Background: an optimization exercise with open tools, aiming at small area and a short achievable clock period. Do not read the settings as production practice.
Only simulation tests tie the RTL to the original design; equivalence was not proved.

epsilon:
Design Filter, start of the top module:
module Filter(clk, rst, in, out);
	input clk, rst;
	input signed [31:0] in;
	output wire signed [31:0] out;
	reg [31:0] v, w1, S;
	wire n_1;
	assign n_1 = 1'b0 ^ v[12];
	wire n_2;
	assign n_2 = 1'b0 | v[12];
	wire n_3;
	assign n_3 = v[13] ^ v[9];
	wire n_4;
	assign n_4 = v[13] | v[9];
	wire n_5;
	assign n_5 = v[14] ^ v[10];
	wire n_6;
	assign n_6 = v[14] | v[10];
	wire n_7;
	assign n_7 = v[15] ^ v[11];
	wire n_8;
	assign n_8 = v[15] | v[11];
	wire n_9;
	assign n_9 = v[16] ^ v[12];
	wire n_10;
	assign n_10 = v[16] | v[12];
	wire n_11;
	assign n_11 = v[17] ^ v[13];
	wire n_12;
	assign n_12 = v[17] | v[13];
	wire n_13;
	assign n_13 = v[18] ^ v[14];
	wire n_14;
	assign n_14 = v[18] | v[14];
	wire n_15;
	assign n_15 = v[19] ^ v[15];
	wire n_16;
	assign n_16 = v[19] | v[15];
	wire n_17;
	assign n_17 = v[20] ^ v[16];
	wire n_18;
	assign n_18 = v[20] | v[16];
	wire n_19;
	assign n_19 = v[21] ^ v[17];
	wire n_20;
	assign n_20 = v[21] | v[17];
	wire n_21;
	assign n_21 = v[22] ^ v[18];
	wire n_22;
	assign n_22 = v[22] | v[18];
	wire n_23;
	assign n_23 = v[23] ^ v[19];
	wire n_24;
	assign n_24 = v[23] | v[19];
	wire n_25;
	assign n_25 = v[24] ^ v[20];
  ...
Size in the first run: roughly 2000 cells after synthesis, about 96 flip-flops.
==> flow/config.mk <==
export PLATFORM = sky130hd
export DESIGN_NAME = Filter
export DESIGN_NICKNAME = Filter
export VERILOG_FILES = /design/flow/design.v
export SDC_FILE = /design/flow/constraint.sdc
export NUM_CORES = 4
export LEC_CHECK = 0
export CAP_MARGIN = 20
export CORE_MARGIN = 2
export CORE_UTILIZATION = 60
export SETUP_SLACK_MARGIN = 5
export SLEW_MARGIN = 20
export SYNTH_HIERARCHICAL = 1
==> flow/constraint.sdc <==
create_clock -name core_clock -period 14.0 [get_ports {clk}]
set_input_delay 2.8000 -clock core_clock [delete_from_list [all_inputs] [get_ports {clk}]]
set_output_delay 2.8000 -clock core_clock [all_outputs]
set_load 0.01 [all_outputs]
run.sh (not shown) runs the stock make flow with config.mk's settings and CLKGATE_MAP_FILE= SYNTH_SCRIPT=/design/flow/synth_recipe.tcl, a recipe that flattens the netlist after the stock synthesis.
The inputs of gamma differ from those of epsilon as listed below.
- changing CORE_UTILIZATION from 60 to 40
- changing SETUP_SLACK_MARGIN from 5 to 3
Findings:
gamma went all the way through synthesis, placement and routing and the layout is clean on timing, DRC and antenna.
epsilon ended with every stage complete and zero timing, DRC or antenna violations.
From epsilon to gamma the numbers moved as follows: footprint of the multi-input gates now sits lower; number of failing setup endpoints in the final timing report level; wire length saw a decrease; utilization decreased by 25 points relative to the old numbers.
Looking at part of the cycle the worst path needs across gamma and epsilon, the one that comes out higher is gamma.
gamma vs. epsilon: share of final-layout standard cells stronger than drive strength 1 lost 9.0 points; adder and majority gate portion of the synthesized area saw little to no change.

Filter, a different RTL version from the one above (not shown whole).
For scale: about 1700 cells after synthesis, about 66 I/O pins, roughly 21000 um^2 of cells after synthesis.
clock: 14.0 ns
lec_check: 0
cap_margin: 20
core_margin: 2
core_utilization: 40
setup_slack_margin: 5
slew_margin: 20
synth_hierarchical: 1
standard.sh (not shown) runs the stock make flow with config.mk's settings and CLKGATE_MAP_FILE= SYNTH_SCRIPT=/design/flow/synth_recipe.tcl, a recipe that flattens the netlist after the stock synthesis.
==> flow/flow/run.sh <==
#!/bin/bash
set -euo pipefail
bash standard.sh "BUFFER_PORTS_ARGS=-buffer_cell sky130_fd_sc_hd__buf_2" RECOVER_POWER=60 finish > standard_flow.log 2>&1
The starting point finished with max-capacitance violations, max-slew violations left.
Edit:
==> flow/flow/run.sh (replaced) <==
#!/bin/bash
set -euo pipefail
bash standard.sh "BUFFER_PORTS_ARGS=-buffer_cell sky130_fd_sc_hd__buf_2" RECOVER_POWER=20 finish > standard_flow.log 2>&1
=> The new run ran to the end with violations: max-capacitance violations, max-slew violations; critical path depth stays the same; routed wire length stays flat; worst setup slack improves by 960 ps.
Edit:
==> flow/flow/run.sh (replaced) <==
#!/bin/bash
# The standard layout (the standard.sh), with the port buffers that every
# input and output gets made from buf_2 cells instead of the flow's own pick.
set -euo pipefail
bash standard.sh "BUFFER_PORTS_ARGS=-buffer_cell sky130_fd_sc_hd__buf_2" finish > standard_flow.log 2>&1
After rerunning: The new run finished clean; setup slack is about the same; wire length stays flat; hold slack hardly moves; via count stays flat; die area does not change; global-route usage is unchanged; maximum frequency hardly moves.
Edit:
==> flow/run.sh (new file) <==
#!/bin/bash
# synth_recipe.tcl (not shown) runs the flow's synth.tcl, then flattens the netlist and writes it again
# the make line also repeats each setting of config.mk as NAME=value (left out here)
make -C /OpenROAD-flow-scripts/flow DESIGN_CONFIG=/design/flow/config.mk WORK_HOME=/design/flow/orfs CLKGATE_MAP_FILE= SYNTH_SCRIPT=/design/flow/synth_recipe.tcl finish
removed: flow/flow/run.sh
removed: flow/standard.sh
Via count came out higher by 0.39%.
Cell area is higher by 2.0%.
Setup slack improved by 22 ps.
Global-route usage is about the same.
Final cell count hardly moves.

## v6
Another version of the RTL of Filter (not shown whole).
For scale: ~1800 cells after synthesis, roughly 66 I/O pins, about 22000 um^2 of cells after synthesis.
Settings: LEC_CHECK=0, CAP_MARGIN=20, CORE_MARGIN=2, CORE_UTILIZATION=40, GPL_ROUTABILITY_DRIVEN=0, SETUP_SLACK_MARGIN=5, SLEW_MARGIN=20, SYNTH_HIERARCHICAL=1; clock period 14.0 ns.
run.sh (not shown) runs the stock make flow with config.mk's settings and CLKGATE_MAP_FILE= SYNTH_SCRIPT=/design/flow/synth_recipe.tcl, a recipe that flattens the netlist after the stock synthesis.
Stock flow here: none of the scripts above is used.
v6 has completed all stages; timing, DRC and antenna checks passed.
Input-level comparison between v7 and v6:
Settings: CORE_UTILIZATION changed from 40 to 55; GPL_ROUTABILITY_DRIVEN removed (was 0).
### Flow results
- Per the comparison of v7 with v6, logic depth of the worst setup path including buffers fell by 6.1%.

-- what the ideal ports hide --
How much do the figures lean on ideal ports? The routed layouts below were timed once more, with nothing changed but the port constraints. Step 1 assumes that a clkbuf_16 drives the clock port and a buf_2 every other input. Step 2 times the ports against the registers' clock, not the clock port: input delays grow and output delays shrink by t, the midpoint of the rising clock arrivals with the driver on. Slacks: no drivers / after step 1 / after step 2; pairs: no drivers / after step 1.
| run | shift t [ns] | slack for setup (ns) | worst setup path after step 2 |
|---|---|---|---|
| epsilon | 0.428 | 4.742 / 4.742 / 4.742 | register to register |
| gamma | 0.425 | 3.655 / 3.655 / 3.655 | register to register |
| the first run of note 2 | 0.436 | 4.250 / 4.250 / 4.250 | register to register |
| the second run of note 2 | 0.436 | 5.209 / 5.209 / 5.209 | register to register |
| the third run of note 2 | 0.437 | 5.210 / 5.210 / 5.210 | register to register |
| the fourth run of note 2 | 0.448 | 5.232 / 5.177 / 5.238 | register to register |
| v6 | 0.439 | 5.247 / 5.221 / 5.247 | register to register |
| v7 | 0.431 | 5.222 / 5.222 / 5.222 | register to register |
